Source: an optimization exercise on an open RTL-to-GDS flow (aim: small area). Production flows keep margins and buffers that such runs may drop.
Function was checked by simulation only, so behaviour that the tests miss may differ from the original.

==> inputs of build 95 <==
==> flow/design.v <==
module UM6845R
(
  	input            CLOCK,
	input            CLKEN,
	input            nRESET,
	input            TYPE,
	input            ENABLE,
	input            nCS,
	input            R_nW,
	input            RS,
	input      [7:0] DI,
	output reg [7:0] DO,
	output reg       VSYNC,
	output reg       HSYNC,
	output           DE,
	output           hBlank,
	output           vBlank,
	output           FIELD,
	output           CURSOR,
	output    [13:0] MA,
	output     [4:0] RA
);
reg [7:0] R0_h_total;
reg [7:0] R1_h_displayed;
reg [7:0] R2_h_sync_pos;
reg [3:0] R3_v_sync_width;
reg [3:0] R3_h_sync_width;
reg [6:0] R4_v_total;
reg [4:0] R5_v_total_adj;
reg [6:0] R6_v_displayed;
reg [6:0] R7_v_sync_pos;
reg [1:0] R8_skew;
reg [1:0] R8_interlace;
reg [4:0] R9_v_max_line;
reg [1:0] R10_cursor_mode;
reg [4:0] R10_cursor_start;
reg [4:0] R11_cursor_end;
reg [5:0] R12_start_addr_h;
reg [7:0] R13_start_addr_l;
reg [5:0] R14_cursor_h;
reg [7:0] R15_cursor_l;
reg [4:0] addr;
reg  [7:0] hcc;
reg  [4:0] line;
reg  [6:0] row;
reg        in_adj;
reg        field;
reg [13:0] row_addr;
reg        hde;
reg  [3:0] hsc;
reg        vde;
reg        old_hs;
reg  [3:0] vsc;
reg  [1:0] dde;
reg        cursor_line;
wire il = R8_interlace[1] & R8_interlace[0];
assign FIELD  = ~field & il;
assign MA     = row_addr + hcc;
assign RA     = {line[4:1], line[0] | (field & il)};
assign hBlank = ~hde;
assign vBlank = ~vde;
wire de0 = hde & vde & |R6_v_displayed;
assign DE = TYPE ? de0 :
            R8_skew[1] ? (~R8_skew[0] & dde[1]) :
            (R8_skew[0] ? dde[0] : de0);
wire sel = ENABLE & ~nCS;
always @(*) begin
	DO = 8'hFF;
	if (sel) begin
		if (RS) begin
			case (addr)
				10: DO = {1'b0, R10_cursor_mode, R10_cursor_start};
				11: DO = {3'b0, R11_cursor_end};
				12: DO = TYPE ? 8'h00 : {2'b0, R12_start_addr_h};
				13: DO = TYPE ? 8'h00 : R13_start_addr_l;
				14: DO = {2'b0, R14_cursor_h};
				15: DO = R15_cursor_l;
				31: DO = {8{TYPE}};
			 default: DO = 0;
			endcase
		end
		else if (TYPE) DO = {2'b0, ~vde, 5'b0};
	end
end
wire       wr  = sel & ~R_nW;
wire       rst = ~nRESET;
wire [7:0] dr  = DI & {8{nRESET}};
wire       wd  = wr & RS;
wire [15:0] we;
genvar gi;
generate for (gi = 0; gi < 16; gi = gi + 1) begin : g_we
	assign we[gi] = rst | (wd & (addr == gi));
end endgenerate
wire       wa  = rst | (wr & ~RS);
always @(posedge CLOCK) begin
	if (wa)     addr <= dr[4:0];
	if (we[0])  R0_h_total <= dr;
	if (we[1])  R1_h_displayed <= dr;
	if (we[2])  R2_h_sync_pos <= dr;
	if (we[3])  {R3_v_sync_width,R3_h_sync_width} <= dr;
	if (we[4])  R4_v_total <= dr[6:0];
	if (we[5])  R5_v_total_adj <= dr[4:0];
	if (we[6])  R6_v_displayed <= dr[6:0];
	if (we[7])  R7_v_sync_pos <= dr[6:0];
	if (we[8])  {R8_skew, R8_interlace} <= {dr[5:4],dr[1:0]};
	if (we[9])  R9_v_max_line <= dr[4:0];
	if (we[10]) {R10_cursor_mode,R10_cursor_start} <= dr[6:0];
	if (we[11]) R11_cursor_end <= dr[4:0];
	if (we[12]) R12_start_addr_h <= dr[5:0];
	if (we[13]) R13_start_addr_l <= dr;
	if (we[14]) R14_cursor_h <= dr[5:0];
	if (we[15]) R15_cursor_l <= dr;
end
wire       hcc_last = (hcc == R0_h_total) & (TYPE | (|R0_h_total));
wire [7:0] hcc_inc  = hcc + 1'd1;
wire [7:0] hcc_next = hcc_last ? 8'h00 : hcc_inc;
wire [4:0] line_max  = {in_adj ? R5_v_total_adj[4:1] - {3'b0, ~|R5_v_total_adj[0]} : R9_v_max_line[4:1],
                        ~il & (in_adj ? ~R5_v_total_adj[0] : R9_v_max_line[0])};
wire       line_last = (line == line_max) | ~|line_max;
wire [4:0] line_inc  = line + {il, ~il};
wire [4:0] line_next = line_last ? 5'd0 : {line_inc[4:1], line_inc[0] & ~il};
wire       row_last  = (row == R4_v_total) | ~|R4_v_total;
wire [6:0] row_inc   = row + 1'd1;
wire       frame_adj = row_last & ~in_adj & (|R5_v_total_adj);
wire       row_wrap  = row_last & ~frame_adj;
wire [6:0] row_next  = row_wrap ? 7'd0 : row_inc;
wire       row_new   = hcc_last & line_last;
wire       frame_new = row_new & (row_last | in_adj) & ~frame_adj;
always @(posedge CLOCK) begin
	if (~nRESET) begin
		hcc    <= 0;
		line   <= 0;
		row    <= 0;
		in_adj <= 0;
		field  <= 0;
	end
	else if (CLKEN) begin
		hcc <= hcc_next;
		if (hcc_last) line <= line_next;
		if (row_new) begin
			if (frame_adj) in_adj <= 1;
			else if (frame_new) begin
				in_adj <= 0;
				row <= 0;
				field <= ~field & R8_interlace[0];
			end
			else row <= row_inc;
		end
	end
end
wire hd_match   = (hcc_next == R1_h_displayed);
wire reload     = frame_new |
                  (~TYPE & hcc_last & ~|R4_v_total & ~|R9_v_max_line) |
                  (TYPE & ~line_last & ~|row & ~|hcc_next);
always @(posedge CLOCK) begin
	if (~nRESET) row_addr <= 0;
	else if (CLKEN) begin
		if (reload) row_addr <= {R12_start_addr_h, R13_start_addr_l};
		else if (hd_match & line_last & (|R1_h_displayed)) row_addr <= MA + 1'd1;
	end
end
always @(posedge CLOCK) begin
	if (~nRESET) begin
		hsc   <= 0;
		hde   <= 0;
		HSYNC <= 0;
	end
	else if (CLKEN) begin
		if (hd_match) hde <= 0;
		else if (hcc_last) hde <= 1;
		if (|hsc) hsc <= hsc - 1'd1;
		else if (hcc_next == R2_h_sync_pos) begin
			if (|R3_h_sync_width) begin
				HSYNC <= 1;
				hsc <= R3_h_sync_width - 1'd1;
			end
		end
		else HSYNC <= 0;
	end
end
always @(posedge CLOCK) begin
	if (~nRESET) begin
		vsc    <= 0;
		vde    <= 0;
		VSYNC  <= 0;
		old_hs <= 0;
	end
	else if (CLKEN) begin
		if (row_new) begin
			if (row_next == R6_v_displayed) vde <= 0;
			else if (frame_new) vde <= 1;
		end
		old_hs <= HSYNC;
		if (field ? (hcc_next == {1'b0, R0_h_total[7:1]}) : hcc_last) begin
			if (|vsc) vsc <= vsc - 1'd1;
			else if (field ? (row == R7_v_sync_pos && ~|line) : (row_next == R7_v_sync_pos && line_last)) begin
				VSYNC <= 1;
				vsc <= TYPE ? 4'hF : R3_v_sync_width - 1'd1;
			end
			else VSYNC <= 0;
		end
		else if (old_hs & ~HSYNC & ~|vsc) VSYNC <= 0;
	end
end
always @(posedge CLOCK) begin
	if (~nRESET) dde <= 0;
	else if (CLKEN) dde <= {dde[0], de0};
end
assign CURSOR = hde & vde & cursor_line & (MA == {R14_cursor_h, R15_cursor_l});
always @(posedge CLOCK) begin
	if (~nRESET) cursor_line <= 0;
	else if (CLKEN) begin
		if (line == R10_cursor_start) cursor_line <= 1;
		else if (line == R11_cursor_end) cursor_line <= 0;
	end
end
endmodule
==> flow/flow/run.sh <==
#!/bin/bash
# Layout flow: the standard ORFS flow (standard.sh) with an area-oriented
# ABC mapping script in synthesis and a lighter clock tree. Each tool's
# output goes to ORFS's own logs under orfs/logs; make's output to flow.log.
set -euo pipefail
HERE=$(pwd)
CTS="-sink_clustering_enable -repair_clock_nets -dont_use_dummy_load -sink_clustering_size 40 -sink_clustering_max_diameter 120 -buf_list {sky130_fd_sc_hd__clkbuf_2 sky130_fd_sc_hd__clkbuf_4 sky130_fd_sc_hd__clkbuf_8}"
bash standard.sh \
  SYNTH_SCRIPT=$HERE/flow/my_synth.tcl \
  "CTS_ARGS=$CTS" \
  ADDER_MAP_FILE= \
  "BUFFER_PORTS_ARGS=-buffer_cell sky130_fd_sc_hd__buf_1" \
  finish > flow.log 2>&1
==> flow/flow/abc.script <==
strash
dch -f
amap
topo
==> flow/flow/my_synth.tcl <==
set my_abc_script [file join [file dirname [file normalize [info script]]] abc.script]
proc synth {args} { yosys synth -nofsm -noshare {*}$args }
proc abc {args} {
  set i [lsearch -exact $args -script]
  if {$i >= 0} {
    set args [lreplace $args $i [expr {$i+1}] -script $::my_abc_script]
  }
  yosys abc {*}$args
}
source $::env(SCRIPTS_DIR)/synth.tcl
# left out here: clear keep_hierarchy, flatten, clean up, hide names made inside functions, write 1_2_yosys.v
==> flow/standard.sh <==
#!/bin/bash
# synth_recipe.tcl (not shown) runs the flow's synth.tcl, then flattens the netlist and writes it again
# the make line also repeats each setting of config.mk as NAME=value (left out here)
make -C /OpenROAD-flow-scripts/flow DESIGN_CONFIG=/design/flow/config.mk WORK_HOME=/design/flow/orfs CLKGATE_MAP_FILE= SYNTH_SCRIPT=/design/flow/synth_recipe.tcl "${@:-finish}"
==> flow/config.mk <==
export PLATFORM = sky130hd
export DESIGN_NAME = UM6845R
export DESIGN_NICKNAME = UM6845R
export VERILOG_FILES = /design/flow/design.v
export SDC_FILE = /design/flow/constraint.sdc
export NUM_CORES = 4
export LEC_CHECK = 0
export ABC_AREA = 1
export CAP_MARGIN = 0
export CORE_MARGIN = 2
export CORE_UTILIZATION = 70
export PLACE_DENSITY = 0.8
export SLEW_MARGIN = 0
==> flow/constraint.sdc <==
create_clock -name core_clock -period 8.0 [get_ports {CLOCK}]
set_input_delay 1.6000 -clock core_clock [delete_from_list [all_inputs] [get_ports {CLOCK}]]
set_output_delay 1.6000 -clock core_clock [all_outputs]
set_load 0.01 [all_outputs]
==> trial 8 (differences from build 95) <==
==> flow/flow/abc.script (replaced) <==
strash
&get -n
&deepsyn -T 30
&put
dch -f
amap
topo
==> flow_metrics.env <==
export IMPL_status="no timing/DRC/antenna violations"
export IMPL_power_frac_seq_pct=60.2
export IMPL_clk_power_uw=445
export IMPL_switching_share_pct=26.6
export IMPL_syn_area_um2=8070
export IMPL_layout_common_cells="123 x clkinv_1, 115 x nor2_1, 112 x edfxtp_1"
export IMPL_fin_nets=966
export IMPL_pre_cts_ws_ps=1800
export IMPL_vdd_drop_max_uv=167
Source of the figures above: build 95

==> flow_metrics.env <==
export IMPL_status="no timing/DRC/antenna violations"
export IMPL_fin_nets=890
export IMPL_syn_area_um2=7770
export IMPL_layout_common_cells="125 x clkinv_1, 112 x edfxtp_1, 108 x nor2_1"
export IMPL_pre_cts_ws_ps=1680
export IMPL_clk_power_uw=448
export IMPL_power_frac_seq_pct=62.2
export IMPL_vdd_drop_max_uv=169
Source of the figures above: trial 8

afterwards: timing with drivers on the ports:
Ports are ideal in the flow. The routed layouts listed here were re-timed in OpenROAD. Step 1: set_driving_cell puts a clkbuf_16 on CLOCK and a buf_2 on each other input, an assumption about the parent block. Step 2 moves the port delays by t, midway between the first and last clock arrival at a register: inputs arrive t later, outputs are due t later. That takes back most of the time a late clock gives input paths. Slacks: no drivers / after step 1 / after step 2; pairs: no drivers / after step 1.
| run | t, ns | slack for setup (ns) | hold WS [ns] | worst setup path after step 2 |
|---|---|---|---|---|
| build 95 | 0.481 | 1.816 / 1.780 / 1.568 | 0.458 / 0.458 / 0.458 | input to register |
| trial 8 | 0.495 | 1.439 / 1.402 / 1.251 | 0.478 / 0.478 / 0.478 | input to register |
After both steps every run listed still meets setup and hold. For build 95, which loses most, drivers alone change the setup slack by -0.036 ns; drivers and shift together by -0.248 ns.
